This design comes from an exercise in tuning for small area, a short achievable clock period and few clock cycles on the open sky130 flow, not from production work. In this exercise RTL edits were held to simulation tests only and were not proved equivalent to the original.

==> flow/design.v <==
module alu (
    input  logic [31:0] a_i,
    input  logic [31:0] b_i,          
    input  logic [31:0] t_i,          
    input  logic [4:0]  shamt_i,      
    input  logic        sub_i,        
    input  logic        shl_i,        
    input  logic        fill_i,       
    input  logic        cmp_signed_i,
    input  logic [7:0]  sel_i,        
    output logic [31:0] sum_o,        
    output logic [31:0] res_o,
    output logic        eq_o,         
    output logic        lt_o
);
    logic [32:0] aext, bext, sum33;
    assign aext  = {cmp_signed_i & a_i[31], a_i};
    assign bext  = {~cmp_signed_i | b_i[31], b_i};
    assign sum33 = aext + bext + {32'd0, sub_i};
    assign sum_o = sum33[31:0];
    assign lt_o  = sum33[32];
    assign eq_o  = &(a_i ^ b_i);
    logic [31:0] sh_in, sh_out, a_rev, sh_rev;
    always_comb
        for (int i = 0; i < 32; i++) begin
            a_rev[i]  = a_i[31-i];
            sh_rev[i] = sh_out[31-i];
        end
    assign sh_in = shl_i ? a_rev : a_i;
    logic signed [32:0] sh_ext;
    assign sh_ext = $signed({fill_i & a_i[31], sh_in}) >>> shamt_i;
    assign sh_out = sh_ext[31:0];
    assign res_o = ({32{sel_i[0]}} & sum_o)
                 | ({32{sel_i[1]}} & sh_rev)
                 | {31'd0, sel_i[2] & lt_o}
                 | ({32{sel_i[3]}} & (a_i ^ b_i))
                 | ({32{sel_i[4]}} & sh_out)
                 | ({32{sel_i[5]}} & (a_i | b_i))
                 | ({32{sel_i[6]}} & (a_i & b_i))
                 | ({32{sel_i[7]}} & t_i);
endmodule
module reg_file (
    input  logic        clk_i,
    input  logic [4:0]  ad1_i, ad2_i, ad3_i,
    input  logic        we3_i,
    input  logic [31:0] wd3_i,
    output logic [31:0] rd1_o, rd2_o
);
    logic [31:0] regs [1:31];
    always_ff @(posedge clk_i)
        if (we3_i) regs[ad3_i] <= wd3_i;
    logic [31:1] s1, s2;
    always_comb begin
        rd1_o = '0; rd2_o = '0;
        for (int i = 1; i < 32; i++) begin
            s1[i] = (ad1_i == i); s2[i] = (ad2_i == i);
            rd1_o = rd1_o | ({32{s1[i]}} & regs[i]);
            rd2_o = rd2_o | ({32{s2[i]}} & regs[i]);
        end
    end
endmodule
module top #(
    parameter ADDR_WIDTH = 5,
              DATA_WIDTH = 32
)(
    input  logic                  clk,
    input  logic                  rst,
    output logic [DATA_WIDTH-1:0] imem_addr_o,
    input  logic [DATA_WIDTH-1:0] imem_data_i,
    output logic [DATA_WIDTH-1:0] dmem_addr_o,
    output logic [DATA_WIDTH-1:0] dmem_wdata_o,
    output logic                  dmem_we_o,
    input  logic [DATA_WIDTH-1:0] dmem_rdata_i
);
    logic [11:2] pc_f;
    logic [31:0] instr_d;
    logic [11:2] pc_d;
    logic        valid_d, fused_d;
    logic [31:0] a_e, b_e, t_e;
    logic [4:0]  rd_e, shamt_e;
    logic [2:0]  f3_e;
    logic        we_e, load_e, store_e, br_e, jalr_e, pred_e;
    logic        sub_e, shl_e, fill_e, cmps_e;
    logic [7:0]  sel_e;
    logic [31:0] res_m, sd_m;
    logic [4:0]  rd_m;
    logic        we_m, load_m, store_m;
    logic [6:0] op_d;
    logic [4:0] rd_d, rs1_d, rs2_d;
    logic [2:0] f3_d;
    assign op_d  = instr_d[6:0];
    assign rd_d  = instr_d[11:7];
    assign f3_d  = instr_d[14:12];
    assign rs1_d = instr_d[19:15];
    assign rs2_d = instr_d[24:20];
    logic is_lui, is_auipc, is_jal, is_jalr, is_br, is_load, is_store, is_opimm, is_op;
    assign is_br    =  op_d[6] & ~op_d[2];
    assign is_jalr  =  op_d[6] &  op_d[2] & ~op_d[3];
    assign is_jal   =  op_d[6] &  op_d[3];
    assign is_lui   = ~op_d[6] &  op_d[2] &  op_d[5];
    assign is_auipc = ~op_d[6] &  op_d[2] & ~op_d[5];
    assign is_op    = ~op_d[6] & ~op_d[2] &  op_d[4] &  op_d[5];
    assign is_opimm = ~op_d[6] & ~op_d[2] &  op_d[4] & ~op_d[5];
    assign is_store = ~op_d[6] & ~op_d[2] & ~op_d[4] &  op_d[5];
    assign is_load  = ~op_d[6] & ~op_d[2] & ~op_d[4] & ~op_d[5];
    logic uses1_d, uses2_d, we_d;
    assign uses1_d = ~(is_lui | is_auipc | is_jal);
    assign uses2_d = is_op | is_br | is_store;
    assign we_d    = ~(is_br | is_store) & (rd_d != 5'd0);
    logic [31:0] imm_i, imm_s, imm_b, imm_u, imm_j;
    assign imm_i = {{20{instr_d[31]}}, instr_d[31:20]};
    assign imm_s = {{20{instr_d[31]}}, instr_d[31:25], instr_d[11:7]};
    assign imm_b = {{20{instr_d[31]}}, instr_d[7], instr_d[30:25], instr_d[11:8], 1'b0};
    assign imm_u = {instr_d[31:12], 12'b0};
    assign imm_j = {{12{instr_d[31]}}, instr_d[19:12], instr_d[20], instr_d[30:21], 1'b0};
    logic [11:2] pc_imm;
    logic [12:2] pc_4;
    assign pc_imm  = pc_d + imm_b[11:2];
    assign pc_4    = {1'b0, pc_d} + 11'd1;
    logic [31:0] rf1, rf2;
    reg_file regfile (
        .clk_i (clk),
        .ad1_i (rs1_d),
        .ad2_i (rs2_d),
        .ad3_i (rd_m),
        .we3_i (we_m),
        .wd3_i (mem_val),
        .rd1_o (rf1),
        .rd2_o (rf2)
    );
    logic [31:0] ex_res, mem_val;
    logic        e1, m1, e2, m2;
    assign e1 = we_e & (rs1_d == rd_e);
    assign m1 = we_m & (rs1_d == rd_m);
    assign e2 = we_e & (rs2_d == rd_e);
    assign m2 = we_m & (rs2_d == rd_m);
    logic [31:0] old1, old2, src1, src2;
    assign old1 = m1 ? mem_val : rf1;
    assign old2 = m2 ? mem_val : rf2;
    assign src1 = e1 ? ex_res : old1;
    assign src2 = e2 ? ex_res : old2;
    logic sub_d;
    assign sub_d = is_br | ((is_op | is_opimm) & f3_d[2:1] == 2'b01) |
                   (is_op & f3_d == 3'b000 & instr_d[30]);
    logic back_d, stall, ex_redirect;
    logic [11:2] ex_target;
    assign back_d      = is_br & (instr_d[31] | f3_d == 3'b001);    
    assign stall       = valid_d & load_e &
                         ((uses1_d & rs1_d == rd_e) | (uses2_d & rs2_d == rd_e));
    assign imem_addr_o = {20'd0, pc_f, 2'b00};
    logic [31:0] iw;
    logic        if_jal, if_br, if_fuse;
    logic [11:2] jal_target, br_target, fuse_target;
    assign iw          = imem_data_i;
    assign if_jal      = iw[6] & iw[3];
    assign if_br       = iw[6] & ~iw[2] & (iw[31] | iw[14:12] == 3'b001);
    assign jal_target  = pc_f + {iw[20], iw[30:22]};
    assign br_target   = pc_f + {iw[7], iw[30:25], iw[11:9]};
    assign if_fuse     = valid_d & is_auipc & (rd_d != 5'd0) &
                         iw[6] & iw[2] & ~iw[3] & (iw[19:15] == rd_d);
    assign fuse_target = pc_d + iw[31:22];
    logic        s_ex, s_st, s_keep, s_fu, s_j, s_b, s_inc;
    logic [11:2] pc_next;
    assign s_ex   = ex_redirect;
    assign s_st   = ~ex_redirect & stall;
    assign s_keep = ~ex_redirect & ~stall;
    assign s_fu   = s_keep & if_fuse;
    assign s_j    = s_keep & if_jal;
    assign s_b    = s_keep & if_br;
    assign s_inc  = s_keep & ~if_fuse & ~if_jal & ~if_br;
    assign pc_next = ({10{s_ex}}  & ex_target)
                   | ({10{s_st}}  & pc_d)
                   | ({10{s_fu}}  & fuse_target)
                   | ({10{s_j}}   & jal_target)
                   | ({10{s_b}}   & br_target)
                   | ({10{s_inc}} & (pc_f + 10'd1));
    always_ff @(posedge clk, posedge rst)
        if (rst) begin
            pc_f    <= 10'd0;
            valid_d <= 1'b0;
        end else begin
            pc_f    <= pc_next;
            valid_d <= ~(ex_redirect | stall);
        end
    always_ff @(posedge clk) begin
        instr_d <= imem_data_i;
        pc_d    <= pc_f;
        fused_d <= if_fuse;
    end
    logic issue;
    assign issue = valid_d & ~stall & ~ex_redirect;
    always_ff @(posedge clk, posedge rst)
        if (rst) begin
            we_e    <= 1'b0;
            load_e  <= 1'b0;
            store_e <= 1'b0;
            br_e    <= 1'b0;
            jalr_e  <= 1'b0;
        end else begin
            we_e    <= issue & we_d;
            load_e  <= issue & is_load & (rd_d != 5'd0);
            store_e <= issue & is_store;
            br_e    <= issue & is_br;
            jalr_e  <= issue & is_jalr & ~fused_d;
        end
    always_ff @(posedge clk) begin
        rd_e   <= rd_d;
        pred_e <= back_d;
        a_e    <= src1;
        b_e    <= {32{sub_d}} ^ ((is_op | is_br) ? src2 : (is_store ? imm_s : imm_i));
        if (is_store)                       t_e <= src2;
        else if (is_lui)                    t_e <= imm_u;
        else if (is_auipc)                  t_e <= {imm_u[31:12], pc_d, 2'b00};
        else if (is_jal | is_jalr | back_d) t_e <= {19'd0, pc_4, 2'b00};
        else                                t_e <= {20'd0, pc_imm, 2'b00};
        f3_e   <= f3_d;
        sub_e  <= sub_d;
        shamt_e <= is_op ? src2[4:0] : instr_d[24:20];
        shl_e  <= f3_d == 3'b001;
        fill_e <= instr_d[30] & f3_d == 3'b101;
        cmps_e <= is_br ? ~f3_d[1] : ~f3_d[0];
        sel_e  <= {is_lui | is_auipc | is_jal | is_jalr,
                   (is_op | is_opimm) & f3_d == 3'b111,
                   (is_op | is_opimm) & f3_d == 3'b110,
                   (is_op | is_opimm) & f3_d == 3'b101,
                   (is_op | is_opimm) & f3_d == 3'b100,
                   (is_op | is_opimm) & f3_d[2:1] == 2'b01,
                   (is_op | is_opimm) & f3_d == 3'b001,
                   ((is_op | is_opimm) & f3_d == 3'b000) | is_load | is_store};
    end
    logic [31:0] sum, alu_res;
    logic eq, lt, taken;
    alu alu (
        .a_i          (a_e),
        .b_i          (b_e),
        .shamt_i      (shamt_e),
        .t_i          (t_e),
        .sub_i        (sub_e),
        .shl_i        (shl_e),
        .fill_i       (fill_e),
        .cmp_signed_i (cmps_e),
        .sel_i        (sel_e),
        .sum_o        (sum),
        .res_o        (alu_res),
        .eq_o         (eq),
        .lt_o         (lt)
    );
    assign ex_res      = alu_res;
    assign taken       = f3_e[0] ^ (f3_e[2] ? lt : eq);
    assign ex_redirect = jalr_e | (br_e & (taken ^ pred_e));
    assign ex_target   = jalr_e ? sum[11:2] : t_e[11:2];
    always_ff @(posedge clk, posedge rst)
        if (rst) begin
            we_m    <= 1'b0;
            store_m <= 1'b0;
        end else begin
            we_m    <= we_e;
            store_m <= store_e;
        end
    always_ff @(posedge clk) begin
        res_m  <= ex_res;
        sd_m   <= t_e;
        rd_m   <= rd_e;
        load_m <= load_e;
    end
    assign dmem_addr_o  = res_m;
    assign dmem_wdata_o = sd_m;
    assign dmem_we_o    = store_m;
    assign mem_val      = load_m ? dmem_rdata_i : res_m;
endmodule
==> flow/config.mk <==
export PLATFORM = sky130hd
export DESIGN_NAME = top
export DESIGN_NICKNAME = top
export VERILOG_FILES = /design/flow/design.v
export SDC_FILE = /design/flow/constraint.sdc
export NUM_CORES = 4
export LEC_CHECK = 0
export CAP_MARGIN = 20
export CORE_MARGIN = 2
export CORE_UTILIZATION = 45
export SLEW_MARGIN = 20
==> flow/constraint.sdc <==
create_clock -name core_clock -period 12.0 [get_ports {clk}]
set_input_delay 2.4000 -clock core_clock [delete_from_list [all_inputs] [get_ports {clk}]]
set_output_delay 2.4000 -clock core_clock [all_outputs]
set_load 0.01 [all_outputs]
standard.sh (not shown) runs the stock make flow with config.mk's settings and CLKGATE_MAP_FILE= SYNTH_SCRIPT=/design/flow/synth_recipe.tcl, a recipe that flattens the netlist after the stock synthesis.
==> flow/flow/run.sh <==
#!/bin/bash
set -e
export SETUP_SLACK_MARGIN=8.4
bash standard.sh > standard.log 2>&1
Testbench counts at the start, summed over its fixed seeds: cycles 26,215.
==> next run, changes <==
--- a/flow/design.v
+++ b/flow/design.v
@@ -141,48 +141,37 @@
     assign src2 = e2 ? ex_res : old2;
     logic sub_d;
     assign sub_d = is_br | ((is_op | is_opimm) & f3_d[2:1] == 2'b01) |
                    (is_op & f3_d == 3'b000 & instr_d[30]);
     logic back_d, stall, ex_redirect;
     logic [11:2] ex_target;
-    assign back_d      = is_br & (instr_d[31] | f3_d == 3'b001);    
+    assign back_d      = is_br & instr_d[31];
     assign stall       = valid_d & load_e &
                          ((uses1_d & rs1_d == rd_e) | (uses2_d & rs2_d == rd_e));
     assign imem_addr_o = {20'd0, pc_f, 2'b00};
     logic [31:0] iw;
-    logic        if_jal, if_br, if_fuse;
+    logic        if_jal, if_fuse, if_redirect;
     logic [11:2] jal_target, br_target, fuse_target;
     assign iw          = imem_data_i;
     assign if_jal      = iw[6] & iw[3];
-    assign if_br       = iw[6] & ~iw[2] & (iw[31] | iw[14:12] == 3'b001);
+    assign if_redirect = if_jal | (iw[6] & ~iw[2] & iw[31]);
     assign jal_target  = pc_f + {iw[20], iw[30:22]};
     assign br_target   = pc_f + {iw[7], iw[30:25], iw[11:9]};
     assign if_fuse     = valid_d & is_auipc & (rd_d != 5'd0) &
                          iw[6] & iw[2] & ~iw[3] & (iw[19:15] == rd_d);
     assign fuse_target = pc_d + iw[31:22];
-    logic        s_ex, s_st, s_keep, s_fu, s_j, s_b, s_inc;
-    logic [11:2] pc_next;
-    assign s_ex   = ex_redirect;
-    assign s_st   = ~ex_redirect & stall;
-    assign s_keep = ~ex_redirect & ~stall;
-    assign s_fu   = s_keep & if_fuse;
-    assign s_j    = s_keep & if_jal;
-    assign s_b    = s_keep & if_br;
-    assign s_inc  = s_keep & ~if_fuse & ~if_jal & ~if_br;
-    assign pc_next = ({10{s_ex}}  & ex_target)
-                   | ({10{s_st}}  & pc_d)
-                   | ({10{s_fu}}  & fuse_target)
-                   | ({10{s_j}}   & jal_target)
-                   | ({10{s_b}}   & br_target)
-                   | ({10{s_inc}} & (pc_f + 10'd1));
     always_ff @(posedge clk, posedge rst)
         if (rst) begin
             pc_f    <= 10'd0;
             valid_d <= 1'b0;
         end else begin
-            pc_f    <= pc_next;
+            if (ex_redirect)      pc_f <= ex_target;
+            else if (stall)       pc_f <= pc_d;
+            else if (if_fuse)     pc_f <= fuse_target;
+            else if (if_redirect) pc_f <= if_jal ? jal_target : br_target;
+            else                  pc_f <= pc_f + 10'd1;
             valid_d <= ~(ex_redirect | stall);
         end
     always_ff @(posedge clk) begin
         instr_d <= imem_data_i;
         pc_d    <= pc_f;
         fused_d <= if_fuse;
@@ -202,13 +191,13 @@
             store_e <= issue & is_store;
             br_e    <= issue & is_br;
             jalr_e  <= issue & is_jalr & ~fused_d;
         end
     always_ff @(posedge clk) begin
         rd_e   <= rd_d;
-        pred_e <= back_d;
+        pred_e <= instr_d[31];
         a_e    <= src1;
         b_e    <= {32{sub_d}} ^ ((is_op | is_br) ? src2 : (is_store ? imm_s : imm_i));
         if (is_store)                       t_e <= src2;
         else if (is_lui)                    t_e <= imm_u;
         else if (is_auipc)                  t_e <= {imm_u[31:12], pc_d, 2'b00};
         else if (is_jal | is_jalr | back_d) t_e <= {19'd0, pc_4, 2'b00};
=> Global-route usage is lower by 0.18 points; die area rose by a few percent; setup slack loses 0.34 ns; hold slack got worse by 0.012 ns; sequential share of layout area is lower by 1.1 points.
Testbench counts after the change, summed over its fixed seeds: cycles 26,771.

==> re-timing with driven ports <==
In the flow no input, the clock included, has a driving cell. The finished layouts below were timed again as built, in two steps.
Step 1 (the two cells are an assumption about what drives the block):
set clk [get_ports {clk}]
set_driving_cell -lib_cell sky130_fd_sc_hd__clkbuf_16 $clk
set_driving_cell -lib_cell sky130_fd_sc_hd__buf_2 [delete_from_list [all_inputs] $clk]
Step 2 adds t to the input delays and takes it off the output delays; t is the mean of the earliest and latest rising clock arrival at the registers after step 1. Input paths then give back, and output paths get back, about the clock's delay inside the block.
Slacks: ideal / step 1 / step 2; pairs: ideal / step 1.
run	t (ns)	setup WS [ns]	worst setup path after step 2	cell pins on the clock port's net
the first run	0.843	8.167 / 8.167 / 7.502	input to register	1
the second run	0.877	7.824 / 7.879 / 7.003	input to register	1
After both steps every run listed still meets setup and hold. The setup slack of the second run, which loses most, moves by +0.055 ns with the drivers and by -0.821 ns with both steps.
